This is an optimization exercise on Yosys and OpenROAD, whose aim is small area, not a production implementation.
Only simulation tests tie the RTL to the original design; equivalence was not proved.
The flow treats the clock pin as an ideal source, which a real chip does not have.
Power figures rest on the tool's default switching activity, not on a simulated workload.

## flow/standard.sh

```bash
#!/bin/bash
# synth_recipe.tcl (not shown) runs the flow's synth.tcl, then flattens the netlist and writes it again
# the make line also repeats each setting of config.mk as NAME=value (left out here)
make -C /OpenROAD-flow-scripts/flow DESIGN_CONFIG=/design/flow/config.mk WORK_HOME=/design/flow/orfs CLKGATE_MAP_FILE= SYNTH_SCRIPT=/design/flow/synth_recipe.tcl "${@:-finish}"
```

## flow/constraint.sdc

```tcl
create_clock -name core_clock -period 6.0 [get_ports {clkIn}]
set_input_delay 1.2000 -clock core_clock [delete_from_list [all_inputs] [get_ports {clkIn}]]
set_output_delay 1.2000 -clock core_clock [all_outputs]
set_load 0.01 [all_outputs]
```

## flow/flow/gen_hand.py

```python
#!/usr/bin/env python3
"""Write a gate-level fifo_sync for sky130hd whose read multiplexer, decoder
and flags are placed by hand; the occupancy counter stays behavioural and is
mapped by yosys/ABC (see run.sh). The registers carry the names and cell
types that the standard synthesis of rtl/fifo_sync.v gives them.

usage: gen_hand.py OUT.v
"""
import sys

W, D = 16, 16
P = "sky130_fd_sc_hd__"
out = []
cells = 0


def cell(typ, pins):
    global cells
    cells += 1
    conns = ", ".join(".%s(%s)" % (p, n) for p, n in pins)
    out.append("  %s%s g%d (%s);" % (P, typ, cells, conns))


def R(k, b):
    return "\\fifoBuffer[%d][%d] " % (k, b)


out.append("module fifo_sync(clkIn, rstIn, wrEnIn, rdEnIn, wrDataIn, rdDataOut, isEmptyOut, isFullOut);")
out.append("  input clkIn; input rstIn; input wrEnIn; input rdEnIn;")
out.append("  input [15:0] wrDataIn;")
out.append("  output [15:0] rdDataOut; output isEmptyOut; output isFullOut;")
out.append("  wire [4:0] c;")
out.append("  wire [4:0] cNext;")
out.append("  wire fullN, wrAcc, wrAccB, rdAcc, hold;")
out.append("  wire [15:0] sh;")
out.append("  wire c0n, c1n, c2n, c3n;")
out.append("  wire [3:0] plN, phN;")
out.append("  wire [15:0] sel;")
out.append("  wire [15:0] rdNext;")
for k in range(D):
    for b in range(W):
        out.append("  wire %s;" % R(k, b))

# registers, named as the standard synthesis names them. A place's next
# value is a2bb2oi(shift, word, shift, word before it) =
# (shift | word) & ~(shift & word before it).
for k in range(D):
    for b in range(W):
        d = "wrDataIn[%d]" % b if k == 0 else R(k - 1, b)
        n = "\\nextWord[%d][%d] " % (k, b)
        out.append("  wire %s;" % n)
        cell("a2bb2oi_1", [("A1_N", "sh[%d]" % b), ("A2_N", R(k, b)), ("B1", "sh[%d]" % b), ("B2", d), ("Y", n)])
        out.append("  %sdfxtp_1 \\fifoBuffer[%d][%d]$_DFF_P_  (.CLK(clkIn), .D(%s), .Q(%s));"
                   % (P, k, b, n, R(k, b)))
for b in range(W):
    out.append("  %sdfxtp_1 \\rdDataOut[%d]$_DFF_P_  (.CLK(clkIn), .D(rdNext[%d]), .Q(rdDataOut[%d]));"
               % (P, b, b, b))
for i in range(5):
    out.append("  %sdfxtp_1 \\lastIdx[%d]$_SDFFE_PP1P_  (.CLK(clkIn), .D(cNext[%d]), .Q(c[%d]));"
               % (P, i, i, i))

# flags: empty = c[4]; full = ~c[4] & (&c[3:0])
out.append("  assign isEmptyOut = c[4];")
cell("nand4_1", [("A", "c[0]"), ("B", "c[1]"), ("C", "c[2]"), ("D", "c[3]"), ("Y", "fullN")])
cell("nor2_1", [("A", "fullN"), ("B", "c[4]"), ("Y", "isFullOut")])
# wrAcc = wrEnIn & ~isFull ; rdAcc = rdEnIn & ~c[4] ; hold = ~rdAcc
cell("nor2b_1", [("A", "isFullOut"), ("B_N", "wrEnIn"), ("Y", "wrAcc")])
cell("nand2b_1", [("A_N", "c[4]"), ("B", "rdEnIn"), ("Y", "hold")])
cell("inv_1", [("A", "hold"), ("Y", "rdAcc")])
out.append("  wire holdB;")
cell("buf_2", [("A", "hold"), ("X", "holdB")])

# shift tree: one buf_2 per bit column (the 16 places of that bit, which
# also share the column's shift chain and multiplexer)
cell("buf_4", [("A", "wrAcc"), ("X", "wrAccB")])
for b in range(W):
    cell("buf_2", [("A", "wrAccB"), ("X", "sh[%d]" % b)])

# read address decoder: sel[k] = rdAcc & (c[3:0] == k), active high for the
# odd places (kept as written), active low (selN) for the even ones (kept
# inverted)
out.append("  wire [3:0] pl, ph;")
out.append("  wire [15:0] selN;")
for i in range(4):
    cell("inv_1", [("A", "c[%d]" % i), ("Y", "c%dn" % i)])
cell("nand3_1", [("A", "rdAcc"), ("B", "c1n"), ("C", "c[0]"), ("Y", "plN[1]")])
cell("nand3_1", [("A", "rdAcc"), ("B", "c[1]"), ("C", "c[0]"), ("Y", "plN[3]")])
cell("nor3_1", [("A", "hold"), ("B", "c[1]"), ("C", "c[0]"), ("Y", "pl[0]")])
cell("nor3_1", [("A", "hold"), ("B", "c1n"), ("C", "c[0]"), ("Y", "pl[2]")])
for j in range(4):
    a = "c[2]" if j & 1 else "c2n"
    bb = "c[3]" if j & 2 else "c3n"
    cell("nand2_1", [("A", bb), ("B", a), ("Y", "phN[%d]" % j)])
    a = "c2n" if j & 1 else "c[2]"
    bb = "c3n" if j & 2 else "c[3]"
    cell("nor2_1", [("A", bb), ("B", a), ("Y", "ph[%d]" % j)])
for k in range(16):
    if k & 1:
        cell("nor2_2", [("A", "plN[%d]" % (k & 3)), ("B", "phN[%d]" % (k >> 2)), ("Y", "sel[%d]" % k)])
    else:
        cell("nand2_2", [("A", "pl[%d]" % (k & 3)), ("B", "ph[%d]" % (k >> 2)), ("Y", "selN[%d]" % k)])

# read multiplexer with hold: rdNext = |(sel[k] & word k) | (hold & rdDataOut)
# odd places and the hold term: a222oi (active-low partial terms)
# even places: o22ai on the inverted words (active-high partial terms)
for b in range(W):
    lo = []
    trip = [(1, 3, 5), (7, 9, 11), (13, 15, None)]
    for g, ks in enumerate(trip):
        y = "m%d_l%d" % (b, g)
        out.append("  wire %s;" % y)
        pins = []
        for name, kk in zip("ABC", ks):
            if kk is None:
                pins += [(name + "1", "holdB"), (name + "2", "rdDataOut[%d]" % b)]
            else:
                pins += [(name + "1", "sel[%d]" % kk), (name + "2", R(kk, b))]
        cell("a222oi_1", pins + [("Y", y)])
        lo.append(y)
    hi = []
    for g in range(4):
        y = "m%d_h%d" % (b, g)
        out.append("  wire %s;" % y)
        ka, kb = 4 * g, 4 * g + 2
        cell("o22ai_1", [("A1", "selN[%d]" % ka), ("A2", R(ka, b)), ("B1", "selN[%d]" % kb), ("B2", R(kb, b)), ("Y", y)])
        hi.append(y)
    x = "m%d_x" % b
    out.append("  wire %s;" % x)
    cell("nor4_1", [("A", hi[0]), ("B", hi[1]), ("C", hi[2]), ("D", hi[3]), ("Y", x)])
    cell("nand4_1", [("A", lo[0]), ("B", lo[1]), ("C", lo[2]), ("D", x), ("Y", "rdNext[%d]" % b)])

# occupancy counter (behavioural, mapped by ABC): bit i toggles on a lone
# write when the bits below are all ones, on a lone read when all zeros
out.append("  wire inc = wrAcc & hold;")
out.append("  wire dec = rdAcc & ~wrAcc;")
out.append("  wire [4:0] up = {inc & c[0] & c[1] & c[2] & c[3], inc & c[0] & c[1] & c[2], inc & c[0] & c[1], inc & c[0], inc};")
out.append("  wire [4:0] dn = {dec & c0n & c1n & c2n & c3n, dec & c0n & c1n & c2n, dec & c0n & c1n, dec & c0n, dec};")
out.append("  assign cNext = {5{rstIn}} | (c ^ (up | dn));")
out.append("endmodule")

open(sys.argv[1], "w").write("\n".join(out) + "\n")
```

## flow/design.v

```verilog
module fifo_sync_place
  #(parameter DATA_WIDTH = 16)
  (
    input shift,
    input [DATA_WIDTH-1:0] word,
    input [DATA_WIDTH-1:0] prevWord,
    output [DATA_WIDTH-1:0] nextWord);
  wire [DATA_WIDTH-1:0] shiftV = {DATA_WIDTH{shift}};
  assign nextWord = (shiftV | word) & ~(shiftV & prevWord);
endmodule
module fifo_sync
  #(
    parameter DATA_WIDTH = 16,
    parameter FIFO_DEPTH = 16)
  (
    input clkIn,
    input rstIn,
    input wrEnIn,
    input rdEnIn,
    input [DATA_WIDTH-1:0] wrDataIn,
    output reg [DATA_WIDTH-1:0] rdDataOut,
    output isEmptyOut,
    output isFullOut);
  reg [DATA_WIDTH-1:0] fifoBuffer [FIFO_DEPTH-1:0];
  reg [4:0] lastIdx;
  assign isEmptyOut = lastIdx[4];
  assign isFullOut  = ~lastIdx[4] & (&lastIdx[3:0]);
  wire wrAccept = wrEnIn & ~isFullOut;
  wire rdAccept = rdEnIn & ~isEmptyOut;
  wire [DATA_WIDTH-1:0] nextWord [FIFO_DEPTH-1:0];
  genvar p;
  generate
    for (p = 0; p < FIFO_DEPTH; p = p + 1) begin : place
      fifo_sync_place #(.DATA_WIDTH(DATA_WIDTH)) u_place (
        .shift(wrAccept),
        .word(fifoBuffer[p]),
        .prevWord(p == 0 ? wrDataIn : fifoBuffer[p == 0 ? 0 : p - 1]),
        .nextWord(nextWord[p]));
    end
  endgenerate
  integer i;
  always @(posedge clkIn)
    for (i = 0; i < FIFO_DEPTH; i = i + 1)
      fifoBuffer[i] <= nextWord[i];
  reg [DATA_WIDTH-1:0] rdNext;
  integer k;
  always @(*) begin
    rdNext = rdDataOut & {DATA_WIDTH{~rdAccept}};
    for (k = 0; k < FIFO_DEPTH; k = k + 1)
      rdNext = rdNext | ((k % 2 == 0 ? ~fifoBuffer[k] : fifoBuffer[k])
                         & {DATA_WIDTH{rdAccept & (lastIdx[3:0] == k)}});
  end
  always @(posedge clkIn)
    rdDataOut <= rdNext;
  always @(posedge clkIn) begin
    if (rstIn)
      lastIdx <= 5'b11111;
    else if (wrAccept & ~rdAccept)
      lastIdx <= lastIdx + 5'd1;
    else if (rdAccept & ~wrAccept)
      lastIdx <= lastIdx - 5'd1;
  end
endmodule
```

## flow/config.mk

```make
export PLATFORM = sky130hd
export DESIGN_NAME = fifo_sync
export DESIGN_NICKNAME = fifo_sync
export VERILOG_FILES = /design/flow/design.v
export SDC_FILE = /design/flow/constraint.sdc
export NUM_CORES = 4
export LEC_CHECK = 0
export ABC_AREA = 1
export CAP_MARGIN = 20
export CORE_MARGIN = 2
export CORE_UTILIZATION = 65
export GPL_TIMING_DRIVEN = 0
export PLACE_DENSITY = 0.75
export SLEW_MARGIN = 10
export SYNTH_HIERARCHICAL = 1
```

## flow/flow/upsize_clk.tcl

```tcl
estimate_parasitics -placement
set limit 0.108
set changed 0
foreach inst [get_cells *] {
  if { [get_property $inst ref_name] ne "sky130_fd_sc_hd__clkbuf_8" } { continue }
  set worst 0
  foreach opin [get_pins -of_objects $inst -filter "direction==output"] {
    foreach p [get_pins -of_objects [get_nets -of_objects $opin] -filter "direction==input"] {
      set s [get_property $p slew_max]
      if { $s > $worst } { set worst $s }
    }
  }
  if { $worst > $limit } {
    replace_cell $inst sky130_fd_sc_hd__clkbuf_16
    incr changed
  }
}
puts "upsize_clk: $changed clock buffers upsized to clkbuf_16 (limit $limit ns)"
if { $changed } {
  detailed_placement
  estimate_parasitics -placement
}
```

## flow/flow/abc_area.script

```
strash
dc2
dc2
dc2
dch -f
amap
```

## flow/flow/run.sh

```bash
#!/bin/bash
# Own layout flow: the standard flow (standard.sh) with these changes.
#  1. Synthesis runs ORFS's synthesis script unchanged, with the ABC area
#     script replaced by flow/abc_area.script.
#  2. The combinational logic is then replaced by a hand-placed netlist:
#     flow/gen_hand.py writes each place's next-value gate (an a2bb2oi),
#     the read multiplexer, decoder and flags as library cells (the counter
#     stays behavioural and yosys/ABC maps it).
#     Its registers carry the names and cell types of the standard
#     synthesis; if they differ from the netlist of step 1, step 1's
#     netlist is kept.
#  3. Ports are buffered with buf_1 instead of the default buffer cell.
#  4. CTS uses clkbuf_8 with no dummy loads; flow/upsize_clk.tcl then turns
#     any clkbuf_8 whose flip-flops see a high clock slew into a clkbuf_16.
# Each tool's output goes to a log file of its own in this folder.
set -euo pipefail
HERE=$(pwd)
YOSYS=${YOSYS_EXE:-yosys}
LIB=$FLOW_HOME/platforms/sky130hd/lib/sky130_fd_sc_hd__tt_025C_1v80.lib
RES=$HERE/orfs/results/sky130hd/fifo_sync/base

# 1. synthesis with our ABC script
mkdir -p "$HERE/scripts_alt"
for f in "$FLOW_HOME"/scripts/*; do
  ln -sf "$f" "$HERE/scripts_alt/$(basename "$f")"
done
rm -f "$HERE/scripts_alt/abc_area.script"
cp "$HERE/flow/abc_area.script" "$HERE/scripts_alt/abc_area.script"
SCRIPTS_DIR="$HERE/scripts_alt" bash standard.sh synth > "$HERE/synth.log" 2>&1

# 2. hand-placed combinational logic
python3 "$HERE/flow/gen_hand.py" "$HERE/hand.v" > "$HERE/gen_hand.log" 2>&1
DU=$(grep -o 'sky130_fd_sc_hd__[a-z0-9_]*' "$FLOW_HOME/platforms/sky130hd/config.mk" | sort -u | sed 's/^/-dont_use /' | tr '\n' ' ')
cat > "$HERE/hand_map.ys" <<EOY
read_liberty -lib $LIB
read_verilog $HERE/hand.v
hierarchy -top fifo_sync
proc
flatten
opt
wreduce
alumacc
opt
techmap
opt
abc -script $HERE/flow/abc_area.script -liberty $LIB $DU
opt_clean -purge
hilomap -singleton -hicell sky130_fd_sc_hd__conb_1 HI -locell sky130_fd_sc_hd__conb_1 LO
splitnets
opt_clean -purge
check -assert -mapped
stat -liberty $LIB
write_verilog -noattr -nohex -nodec $HERE/hand_mapped.v
EOY
"$YOSYS" -s "$HERE/hand_map.ys" > "$HERE/hand_map.log" 2>&1 || true
regs() { grep -E '^ *sky130_fd_sc_hd__[a-z0-9_]*df[a-z0-9_]* ' "$1" | awk '{print $1, $2}' | sort; }
cp "$RES/1_2_yosys.v" "$HERE/std_1_2_yosys.v"
if [[ -s "$HERE/hand_mapped.v" ]] && [[ "$(regs "$HERE/std_1_2_yosys.v")" == "$(regs "$HERE/hand_mapped.v")" ]]; then
  echo "using the hand-placed netlist" > "$HERE/netlist_choice.log"
  cp "$HERE/hand_mapped.v" "$RES/1_2_yosys.v"
  touch "$RES/1_2_yosys.v"
else
  echo "registers differ: keeping the synthesized netlist" > "$HERE/netlist_choice.log"
fi

# 3., 4. the rest of the standard flow
export BUFFER_PORTS_ARGS="-buffer_cell sky130_fd_sc_hd__buf_1"
export CTS_ARGS="-sink_clustering_enable -repair_clock_nets -dont_use_dummy_load -buf_list sky130_fd_sc_hd__clkbuf_8 -sink_clustering_size 18 -sink_clustering_max_diameter 60"
export POST_CTS_TCL="$HERE/flow/upsize_clk.tcl"
bash standard.sh finish > "$HERE/layout.log" 2>&1
```

==> impl_metrics.toml, run 1 <==
[critical_path]
cp_max_fo = 16
required_ns = 6.41
cp_slowest_cell = "nor2_2"
crit_arrival_ns = 3.14
critPathKind = "in2reg"
ff2ff_path_depth = 6
start_kind = "input pin"
reg2reg_slack_ns = 3.62
crit_family = "simple AND/OR/NAND/NOR gates"
reg2reg_from = "lastIdx[4]"
max_stage_delay_ns = 0.93
path_buf_inv = 2
reg2reg_to = "rdDataOut[0]"
path_cells = "buf_1 > nand2b_1 > inv_1 > nand3_1 > nor2_2 > a222oi_1 > nand4_1"
cp_num_cells = 7
cp-end-kind = "flop"

[route]
wl_um = 21800
ant_nets = 0
viasPerCell = 6.86
via_count = 6822
drtIter0Drc = 807
routedWlPerCell_um = 22.0
drt-pass1-iter-count = 7
drc_errors = 0

[layout]
final-seq-area_um2 = 5550
layout-drive-gt1-share_pct = 7.00
final_util_pct = 71.6
nets = 836
antennaDiodeCount = 0
multi_input_area_um2 = 3600
area_delta_synth_final_pct = 7.64
nFillCells = 1003

[hold_path]
hp-start = "fifoBuffer[4][9]"
hold_path.class = "reg2reg"
worst_hold_path.num_cells = 1
min_to = "fifoBuffer[5][9]"

[floorplanning]
fp.dieW_um = 123
chipHeight_um = 123
rows = 43
fp.dieArea_um2 = 15200
core_area_um2 = 13900
initial_core_util_pct = 66.5
io_pins = 38

[yosys]
syn_avg_cell_area_um2 = 12.3
syn-instance-count = 754
syn_area_um2 = 9270
ys_warn_count = 9
synth_nets = 774

[sta]
fmax_mhz = 367
skew_ns = 0.0990
period_share_pct = 45.4
final_max_slew_viol_count = 0
timing.slew.headroom_pct = 25.0
rsz0062_at_grt = "no"
worst_pin_slew_ns = 1.12
setup_viol = 0
fin_crit_ns = 2.73
tns_ns = 0
timing.final.hold_violations = 0

[power_and_ir_drop]
p_per_area_nw_per_um2 = 453
p_total_mw = 4.52
ir_drop_mv = 0.249
power.leakage_nw = 3.93

[clock_tree]
clk-insertion-delay-late_ns = 0.56
path_clk_slew_ns = 0.11
cts_tree = "built"
cts_sinks = 277

[grt]
globalRouteOverflowTotal = 0
grt_pass1_vias = 6299
grt_usage_pct = 28.9
grt_pass1_wl_um = 34000
grt_max_degree = 33
antenna_found_initial = 0

[run_status]
status = "finished clean"

[placed_design]
gp_congestion = 0.827
hpwl_um = 12700
portBuffers = 37

[flow_run]
cap_violations = 0
[cell usage in the layout, fill, tap and decap left out, drive strengths merged]
cell	count
nand2b	1
o21ai	3
clkbuf	19
nor3	2
a2bb2oi	256
a21oi	5
o22ai	64
nand4	17
a32oi	1
clkinv	3
nand3	3
nor4	16
a311o	2
a22oi	1
a222oi	48
nor2b	1
buf	59
nand2	15
inv	5
nor2	14
dfxtp	277
and3	2
[layer usage]
| metal | part of all wire (%) | global-route usage (%) | vias to the layer above |
|---|---|---|---|
| li1 | - | - | 3319 |
| met1 | 44 | 39.5 | 3255 |
| met2 | 47 | 47.6 | 203 |
| met3 | 5.9 | 3.83 | 45 |
| met4 | 2.7 | 9.59 | 0 |
| met5 | 0 | 0 | - |
[through the flow]
stage          hold WS [ns]  instance area (um2)  std cells  setup slack [ns]
6_report              0.387                 9980        994              3.27
5_1_grt               0.405                 9980        994              3.18
3_5_place_dp          0.449                 9700        975              2.81
3_3_place_gp          0.441                 9640        971              2.83
2_1_floorplan         0.431                 9270        754              3.51
[cell type report]
type                    count  area share (%)
flip-flops and latches    277            55.6
multi-input cells         451            36.1
clock buffers              19            2.85
well taps                 180            2.26
repair buffers             41            1.99
plain buffers              18           0.928
inverters                   8           0.301
[sequential cells by signal, summed over array words and instances, names as in the netlist]
name,count
lastIdx,5
rdDataOut,16
fifoBuffer,256
[worst max-delay path by stage]
stage,slack [ns],to,from
6_report,3.27,rdDataOut[0],rdEnIn
5_1_grt,3.18,rdDataOut[6],rdEnIn
3_5_place_dp,2.81,rdDataOut[0],rdEnIn
3_3_place_gp,2.83,rdDataOut[9],rdEnIn
2_1_floorplan,3.51,rdDataOut[0],rdEnIn
[where the power goes]
part	switching (mW)	leakage, nW	internal, mW	total, mW
registers	0.446	2.34	2.40	2.85
clock network	0.541	0.147	0.317	0.857
logic	0.315	1.45	0.496	0.811
==> inputs of run 2 (changes only) <==
--- a/flow/flow/gen_hand.py
+++ b/flow/flow/gen_hand.py
@@ -67,8 +67,6 @@
 cell("nor2b_1", [("A", "isFullOut"), ("B_N", "wrEnIn"), ("Y", "wrAcc")])
 cell("nand2b_1", [("A_N", "c[4]"), ("B", "rdEnIn"), ("Y", "hold")])
 cell("inv_1", [("A", "hold"), ("Y", "rdAcc")])
-out.append("  wire holdB;")
-cell("buf_2", [("A", "hold"), ("X", "holdB")])
 
 # shift tree: one buf_2 per bit column (the 16 places of that bit, which
 # also share the column's shift chain and multiplexer)
@@ -112,7 +110,7 @@
         pins = []
         for name, kk in zip("ABC", ks):
             if kk is None:
-                pins += [(name + "1", "holdB"), (name + "2", "rdDataOut[%d]" % b)]
+                pins += [(name + "1", "hold"), (name + "2", "rdDataOut[%d]" % b)]
             else:
                 pins += [(name + "1", "sel[%d]" % kk), (name + "2", R(kk, b))]
         cell("a222oi_1", pins + [("Y", y)])
--- a/flow/config.mk
+++ b/flow/config.mk
@@ -11,5 +11,5 @@
 export CORE_UTILIZATION = 65
 export GPL_TIMING_DRIVEN = 0
 export PLACE_DENSITY = 0.75
-export SLEW_MARGIN = 10
+export SLEW_MARGIN = 20
 export SYNTH_HIERARCHICAL = 1
==> impl_metrics.toml, run 2 <==
[layout]
layout_commonest_cell = "dfxtp_1"
largest-register = "fifoBuffer"
final_cell_count_no_fill = 993
mostFrequentLayoutCells = "277 x dfxtp_1, 256 x a2bb2oi_1, 64 x o22ai_1"
final_util_pct = 71.8
layout-drive-gt1-share_pct = 7.01
nets = 835
reg_top3 = "fifoBuffer (256), rdDataOut (16), lastIdx (5)"
design_area_um2 = 9970
largest_reg_flops = 256
area_delta_synth_final_pct = 7.61
antennaDiodeCount = 0

[sta]
fin_crit_ns = 3.17
skew_ns = 0.0585
fmax_mhz = 315
timing.slew.headroom_pct = 24.7
period_share_pct = 52.9
tns_ns = 0
rsz0062_at_grt = "no"
worst_pin_slew_ns = 1.13
final_max_slew_viol_count = 0
timing.final.hold_violations = 0
setup_slack_ns = 2.83
setup_viol = 0
whs_ns = 0.431

[route]
drtIter0Drc = 806
drt-pass1-iter-count = 6
drc_errors = 0
routedWlPerCell_um = 21.9
wl_um = 21700
via_count = 6864
ant_nets = 0
viasPerCell = 6.91

[critical_path]
path_cells = "buf_1 > nand2b_2 > inv_1 > nand3_1 > nor2_2 > a222oi_1 > nand4_1"
cp_slowest_cell = "nor2_2"
reg2reg_slack_ns = 3.14
required_ns = 6.38
cp-end-kind = "flop"
crit_arrival_ns = 3.55
start_kind = "input pin"
critPathKind = "in2reg"
path_buf_inv = 2
cp_max_fo = 21
max_stage_delay_ns = 0.90
crit_family = "simple AND/OR/NAND/NOR gates"

[run_status]
status = "finished clean"

[yosys]
ys_warn_count = 9
syn_area_um2 = 9270
syn_avg_cell_area_um2 = 12.3
synth_nets = 773
syn-instance-count = 753

[grt]
grt_pass1_wl_um = 33700
grt_max_degree = 33
antenna_found_initial = 0
grt_pass1_vias = 6563
globalRouteOverflowTotal = 0
grt_usage_pct = 28.7

[hold_path]
hold_path.class = "reg2reg"

[power_and_ir_drop]
ir_drop_mv = 0.289
p_total_mw = 4.51
p_per_area_nw_per_um2 = 452
power.leakage_nw = 3.93

[placed_design]
post-place-cells = 972
preCtsSetupSlack_ns = 2.38
gp_congestion = 0.801
portBuffers = 37
dpl-instance-area_um2 = 9660
hpwl_um = 12600

[floorplanning]
rows = 43
fp.dieW_um = 123
chipHeight_um = 123
io_pins = 38
fp.dieArea_um2 = 15200
core_area_um2 = 13900
initial_core_util_pct = 66.8

[clock_tree]
path_clk_slew_ns = 0.11
cts_tree = "built"
cts_sinks = 277
clk-insertion-delay-late_ns = 0.54

[flow_run]
cap_violations = 0
-- run 2: changes by cell type in the layout (fill, tap and decap cells not counted), sizes merged --
cell and delta:
buf -1
-- run 2: area by class of cell --
cell class	count	area, um2
Tap cell	180	225
Clock buffer	19	284
Multi-Input combinational cell	451	3620
Sequential cell	277	5550
Fill cell	1014	3910
Timing Repair Buffer	41	184
Buffer	17	87.6
Inverter	8	30.0
-- run 2: report_power, final --
part | switching [mW] | leakage, nW | internal (mW) | total (mW)
sequential | 0.442 | 2.34 | 2.40 | 2.85
combinational | 0.318 | 1.44 | 0.495 | 0.813
clock | 0.531 | 0.147 | 0.317 | 0.848
-- run 2: final timing paths --
check	start	cells past startpoint	to
worst max-delay path	rdEnIn	7	rdDataOut[0]
worst min-delay path	fifoBuffer[2][5]	1	fifoBuffer[3][5]
worst max register to register	lastIdx[4]	6	rdDataOut[0]
worst min register to register	fifoBuffer[2][5]	1	fifoBuffer[3][5]
-- run 2: metal layers --
metal	share of wire (%)	track usage [%]
met1	45	39.7
met2	44	43.6
met3	8.2	5.63
met4	3.6	12.9
met5	0	0
==> inputs of run 3 (changes only) <==
--- a/flow/flow/gen_hand.py
+++ b/flow/flow/gen_hand.py
@@ -34,7 +34,6 @@
 out.append("  wire fullN, wrAcc, wrAccB, rdAcc, hold;")
 out.append("  wire [15:0] sh;")
 out.append("  wire c0n, c1n, c2n, c3n;")
-out.append("  wire [3:0] plN, phN;")
 out.append("  wire [15:0] sel;")
 out.append("  wire [15:0] rdNext;")
 for k in range(D):
@@ -67,6 +66,8 @@
 cell("nor2b_1", [("A", "isFullOut"), ("B_N", "wrEnIn"), ("Y", "wrAcc")])
 cell("nand2b_1", [("A_N", "c[4]"), ("B", "rdEnIn"), ("Y", "hold")])
 cell("inv_1", [("A", "hold"), ("Y", "rdAcc")])
+out.append("  wire holdB;")
+cell("buf_2", [("A", "hold"), ("X", "holdB")])
 
 # shift tree: one buf_2 per bit column (the 16 places of that bit, which
 # also share the column's shift chain and multiplexer)
@@ -76,25 +77,24 @@
 
 # read address decoder: sel[k] = rdAcc & (c[3:0] == k), active high for the
 # odd places (kept as written), active low (selN) for the even ones (kept
-# inverted)
+# inverted). pl[j] = rdAcc & (c[1:0] == j), ph[i] = (c[3:2] == i).
 out.append("  wire [3:0] pl, ph;")
 out.append("  wire [15:0] selN;")
 for i in range(4):
     cell("inv_1", [("A", "c[%d]" % i), ("Y", "c%dn" % i)])
-cell("nand3_1", [("A", "rdAcc"), ("B", "c1n"), ("C", "c[0]"), ("Y", "plN[1]")])
-cell("nand3_1", [("A", "rdAcc"), ("B", "c[1]"), ("C", "c[0]"), ("Y", "plN[3]")])
-cell("nor3_1", [("A", "hold"), ("B", "c[1]"), ("C", "c[0]"), ("Y", "pl[0]")])
-cell("nor3_1", [("A", "hold"), ("B", "c1n"), ("C", "c[0]"), ("Y", "pl[2]")])
 for j in range(4):
-    a = "c[2]" if j & 1 else "c2n"
-    bb = "c[3]" if j & 2 else "c3n"
-    cell("nand2_1", [("A", bb), ("B", a), ("Y", "phN[%d]" % j)])
-    a = "c2n" if j & 1 else "c[2]"
-    bb = "c3n" if j & 2 else "c[3]"
-    cell("nor2_1", [("A", bb), ("B", a), ("Y", "ph[%d]" % j)])
+    a = "c0n" if j & 1 else "c[0]"
+    bb = "c1n" if j & 2 else "c[1]"
+    cell("nor3_1", [("A", "hold"), ("B", bb), ("C", a), ("Y", "pl[%d]" % j)])
+for i in range(4):
+    a = "c2n" if i & 1 else "c[2]"
+    bb = "c3n" if i & 2 else "c[3]"
+    cell("nor2_1", [("A", bb), ("B", a), ("Y", "ph[%d]" % i)])
 for k in range(16):
     if k & 1:
-        cell("nor2_2", [("A", "plN[%d]" % (k & 3)), ("B", "phN[%d]" % (k >> 2)), ("Y", "sel[%d]" % k)])
+        out.append("  wire selN%d;" % k)
+        cell("nand2_1", [("A", "pl[%d]" % (k & 3)), ("B", "ph[%d]" % (k >> 2)), ("Y", "selN%d" % k)])
+        cell("inv_2", [("A", "selN%d" % k), ("Y", "sel[%d]" % k)])
     else:
         cell("nand2_2", [("A", "pl[%d]" % (k & 3)), ("B", "ph[%d]" % (k >> 2)), ("Y", "selN[%d]" % k)])
 
@@ -110,7 +110,7 @@
         pins = []
         for name, kk in zip("ABC", ks):
             if kk is None:
-                pins += [(name + "1", "hold"), (name + "2", "rdDataOut[%d]" % b)]
+                pins += [(name + "1", "holdB"), (name + "2", "rdDataOut[%d]" % b)]
             else:
                 pins += [(name + "1", "sel[%d]" % kk), (name + "2", R(kk, b))]
         cell("a222oi_1", pins + [("Y", y)])
--- a/flow/config.mk
+++ b/flow/config.mk
@@ -11,5 +11,5 @@
 export CORE_UTILIZATION = 65
 export GPL_TIMING_DRIVEN = 0
 export PLACE_DENSITY = 0.75
-export SLEW_MARGIN = 20
+export SLEW_MARGIN = 10
 export SYNTH_HIERARCHICAL = 1
==> impl_metrics.toml, run 3 <==
[power_and_ir_drop]
seq_power_share_pct = 63.2
pwr-share-comb_pct = 17.9
p_sw_mw = 1.29
swShare_pct = 28.7
p_per_area_nw_per_um2 = 455
clkPwrFrac_pct = 18.9
power.leakage_nw = 3.95
p_int_mw = 3.21
ir_drop_mv = 0.316

[critical_path]
path_cells = "buf_1 > nand2b_1 > nor3_1 > nand2_2 > o22ai_1 > nor4_1 > nand4_1"
reg2reg_from = "lastIdx[4]"
start_kind = "input pin"
required_ns = 6.43
cp_max_fo = 16
crit_arrival_ns = 3.22
reg2reg_slack_ns = 3.53
reg2reg_to = "rdDataOut[3]"
ff2ff_path_depth = 6
critPathKind = "in2reg"
cp-end-kind = "flop"
path_buf_inv = 1
cp_slowest_cell = "nor3_1"
max_stage_delay_ns = 0.60
crit_family = "simple AND/OR/NAND/NOR gates"

[grt]
antenna_found_initial = 0
grt_usage_pct = 29.2
grt_max_degree = 33
grt_pass1_vias = 6496
globalRouteOverflowTotal = 0
grt_pass1_wl_um = 34100

[sta]
final_max_slew_viol_count = 0
rsz0062_at_grt = "no"
setup_slack_ns = 3.22
skew_ns = 0.0530
timing.final.hold_violations = 0
worst_pin_slew_ns = 0.669
fmax_mhz = 360
period_share_pct = 46.4
timing.slew.headroom_pct = 55.1
tns_ns = 0
setup_viol = 0
fin_crit_ns = 2.78

[hold_path]
min_to = "fifoBuffer[12][14]"
hp-start = "fifoBuffer[11][14]"
hold_path.class = "reg2reg"
worst_hold_path.num_cells = 1

[placed_design]
portBuffers = 37
post-place-cells = 975
dpl-instance-area_um2 = 9630
gp_congestion = 0.791
preCtsSetupSlack_ns = 2.81
hpwl_um = 12500

[layout]
layout_commonest_cell = "dfxtp_1"
layout-drive-gt1-share_pct = 6.51
mostFrequentLayoutCells = "277 x dfxtp_1, 256 x a2bb2oi_1, 64 x o22ai_1"
final_cell_count_no_fill = 994
area_delta_synth_final_pct = 6.99
largest-register = "fifoBuffer"
design_area_um2 = 9920
nFillCells = 1009
reg_top3 = "fifoBuffer (256), rdDataOut (16), lastIdx (5)"
antennaDiodeCount = 0
largest_reg_flops = 256
nets = 836

[yosys]
syn_area_um2 = 9270
synth_nets = 778
syn-instance-count = 758
syn_avg_cell_area_um2 = 12.2
ys_warn_count = 9

[clock_tree]
clk-insertion-delay-late_ns = 0.54
cts_sinks = 277
cts_tree = "built"
path_clk_slew_ns = 0.10

[flow_run]
cap_violations = 0

[route]
drt-pass1-iter-count = 6
via_count = 6877
ant_nets = 0
wl_um = 22200
viasPerCell = 6.92
drtIter0Drc = 920
drc_errors = 0
routedWlPerCell_um = 22.3

[floorplanning]
rows = 43
fp.dieArea_um2 = 15200
io_pins = 38
core_area_um2 = 13900
fp.dieW_um = 123
chipHeight_um = 123
initial_core_util_pct = 66.8

[run_status]
status = "finished clean"
==> run 3: cell count changes in the layout (fill, tap and decap cells not counted), sizes merged <==
| cell | before | now |
|---|---|---|
| inv | 5 | 13 |
| nor2 | 14 | 6 |
| nand2 | 15 | 19 |
| buf | 58 | 55 |
| nand3 | 3 | 1 |
| nor3 | 2 | 4 |
==> run 3: power by group through the flow <==
stage / clock [mW] / sequential, mW / combinational, mW
after floorplan: 0 / 2.78 / 0.643
after global placement: 0 / 2.83 / 0.762
after detailed placement: 0 / 2.87 / 0.806
after global routing: 0.938 / 2.92 / 0.886
final: 0.853 / 2.85 / 0.807
==> run 3: metal layers <==
layer  vias up  GRT usage [%]  wire, um
met5         -              0         0
met1      3185           41.6      9610
met2       323           44.5      9660
met3        64           5.40      2140
met4         0           10.4       773
li1       3305              -         -
==> run 3: area by class of cell <==
type | count | area [um2] | share of cell area (%)
flip-flops and latches | 277 | 5550 | 55.9
inverters | 16 | 60.1 | 0.606
plain buffers | 18 | 92.6 | 0.934
well taps | 180 | 225 | 2.27
multi-input cells | 447 | 3570 | 36.0
repair buffers | 37 | 139 | 1.40
clock buffers | 19 | 284 | 2.86
==> run 3: worst max-delay path by stage <==
stage / depth (start not counted) / to / slack [ns] / from
after floorplan: 6 / rdDataOut[0] / 3.48 / rdEnIn
after global placement: 7 / rdDataOut[13] / 2.92 / rdEnIn
after detailed placement: 7 / rdDataOut[3] / 2.81 / rdEnIn
after global routing: 7 / rdDataOut[3] / 3.03 / rdEnIn
final: 7 / rdDataOut[3] / 3.22 / rdEnIn
==> run 3: through the flow <==
| stage | power, mW | hold WS [ns] | utilization (%) |
|---|---|---|---|
| floorplan | 3.42 | 0.431 | - |
| detailed placement | 3.68 | 0.446 | 69.4 |
| finish | 4.51 | 0.425 | 71.4 |
| global placement | 3.60 | 0.442 | 69.4 |
| global route | 4.74 | 0.427 | 71.4 |
==> inputs of run 4 (changes only) <==
--- a/flow/flow/gen_hand.py
+++ b/flow/flow/gen_hand.py
@@ -69,11 +69,12 @@
 out.append("  wire holdB;")
 cell("buf_2", [("A", "hold"), ("X", "holdB")])
 
-# shift tree: one buf_2 per bit column (the 16 places of that bit, which
-# also share the column's shift chain and multiplexer)
+# shift tree: one buf_4 per two bit columns (the 16 places of a bit share
+# the column's shift chain and multiplexer)
 cell("buf_4", [("A", "wrAcc"), ("X", "wrAccB")])
-for b in range(W):
-    cell("buf_2", [("A", "wrAccB"), ("X", "sh[%d]" % b)])
+for b in range(0, W, 2):
+    cell("buf_4", [("A", "wrAccB"), ("X", "sh[%d]" % b)])
+    out.append("  assign sh[%d] = sh[%d];" % (b + 1, b))
 
 # read address decoder: sel[k] = rdAcc & (c[3:0] == k), active high for the
 # odd places (kept as written), active low (selN) for the even ones (kept
==> impl_metrics.toml, run 4 <==
[route]
wl_um = 21600
drt-pass1-iter-count = 6
met1_length_um = 9280
viasPerCell = 6.95
top_layer_used = "met4"
wl_met3_um = 1880
via_count = 6854
dr_wl_met2_um = 9760
ant_nets = 0
routedWlPerCell_um = 21.9
drtIter0Drc = 842
drc_errors = 0

[yosys]
syn-instance-count = 750
synth_nets = 770
ys_warn_count = 9
syn_area_um2 = 9250
syn_avg_cell_area_um2 = 12.3

[sta]
setup_slack_ns = 3.21
period_share_pct = 46.5
fin_crit_ns = 2.79
timing.final.hold_violations = 0
setup_viol = 0
tns_ns = 0
whs_ns = 0.399
skew_ns = 0.0848
final_max_slew_viol_count = 0
fmax_mhz = 358
worst_pin_slew_ns = 0.668
timing.slew.headroom_pct = 55.1
rsz0062_at_grt = "no"

[placed_design]
hpwl_um = 12100
portBuffers = 37
post-place-cells = 967
gp_congestion = 0.818
preCtsSetupSlack_ns = 2.80

[critical_path]
cp-end-kind = "flop"
required_ns = 6.41
critPathKind = "in2reg"
crit_arrival_ns = 3.20
start_kind = "input pin"
cp_max_fo = 16

[power_and_ir_drop]
p_total_mw = 4.50
p_per_area_nw_per_um2 = 455
ir_drop_mv = 0.268
power.leakage_nw = 3.93

[grt]
globalRouteOverflowTotal = 0
grt_max_degree = 65
antenna_found_initial = 0
grt_pass1_vias = 6415
grt_pass1_wl_um = 33400
grt_usage_pct = 28.4

[layout]
antennaDiodeCount = 0
reg_top3 = "fifoBuffer (256), rdDataOut (16), lastIdx (5)"
nets = 828
largest_reg_flops = 256
area_delta_synth_final_pct = 7.01
layout-drive-gt1-share_pct = 5.58
layout_commonest_cell = "dfxtp_1"
largest-register = "fifoBuffer"
mostFrequentLayoutCells = "277 x dfxtp_1, 256 x a2bb2oi_1, 64 x o22ai_1"
final_cell_count_no_fill = 986
nFillCells = 1016

[clock_tree]
cts_sinks = 277
path_clk_slew_ns = 0.10
clk-insertion-delay-late_ns = 0.55
cts_tree = "built"

[run_status]
status = "finished clean"

[floorplanning]
chipHeight_um = 123
fp.dieArea_um2 = 15200
io_pins = 38
fp.dieW_um = 123
core_area_um2 = 13900
initial_core_util_pct = 66.6
rows = 43

[hold_path]
hold_path.class = "reg2reg"

[flow_run]
cap_violations = 0
-- run 4: cell type report --
type,instances,area [um2],share of cell area (%)
sequential,277,5550,56.0
multi-input combinational,447,3570,36.1
clock buffer,19,284,2.87
tap,180,225,2.28
timing repair buffer,37,139,1.40
buffer,10,72.6,0.733
inverter,16,60.1,0.607
-- run 4: worst max-delay path, stage by stage --
cell	delay (ns)
buf_1	0.07
nand2b_1	0.16
nor3_1	0.61
nand2_2	0.58
o22ai_1	0.36
nor4_1	0.10
nand4_1	0.11
-- run 4: path summary, 6_finish.rpt --
check	endpoint	cells after the start	slack [ns]	startpoint
worst max-delay path	rdDataOut[11]	7	3.21	rdEnIn
worst min register to register	fifoBuffer[15][15]	1	0.40	fifoBuffer[14][15]
worst max register to register	rdDataOut[11]	6	3.47	lastIdx[4]
worst min-delay path	fifoBuffer[15][15]	1	0.40	fifoBuffer[14][15]
-- run 4: report_power, final --
part / internal, mW / switching, mW
combinational: 0.493 / 0.312
clock: 0.316 / 0.534
sequential: 2.40 / 0.444
total: 3.21 / 1.29
-- run 4: per-stage QoR --
stage	util, %	area [um2]
floorplan	-	9250
global placement	69.2	9610
detailed placement	69.2	9610
global route	71.3	9900
finish	71.3	9900
-- run 4: routing by layer --
layer | GRT usage [%] | vias to the layer above
met2 | 45.3 | 293
met1 | 39.2 | 3217
met5 | 0 | -
met3 | 4.11 | 53
met4 | 10.9 | 0
li1 | - | 3291

[port drivers added, routing unchanged]
How much do the figures lean on ideal ports? The routed layouts below were timed once more, with nothing changed but the port constraints.
Step 1 sets driving cells, clkbuf_16 on the clock port and buf_2 on the other inputs (assumed; they add their load-dependent delay and slew).
Step 2 also shifts input and output timing later by t, the mid clock arrival at the registers, as if the neighbouring blocks saw the same clock.
Three values: no drivers, after step 1, after step 2; two values: the first two.
| run | shift t [ns] | slack for setup (ns) | hold WS [ns] | worst register clock-pin slew, ns |
|---|---|---|---|---|
| run 1 | 0.547 | 3.274 / 3.295 / 2.748 | 0.387 / 0.387 / 0.387 | 0.11 / 0.11 |
| run 2 | 0.530 | 2.825 / 2.840 / 2.310 | 0.431 / 0.431 / 0.431 | 0.11 / 0.11 |
| run 3 | 0.549 | 3.219 / 3.231 / 2.682 | 0.425 / 0.425 / 0.425 | 0.11 / 0.11 |
| run 4 | 0.545 | 3.208 / 3.222 / 2.677 | 0.399 / 0.399 / 0.399 | 0.11 / 0.11 |
After both steps every run listed still meets setup and hold. For run 3, which loses most, drivers alone change the setup slack by +0.012 ns; drivers and shift together by -0.537 ns.
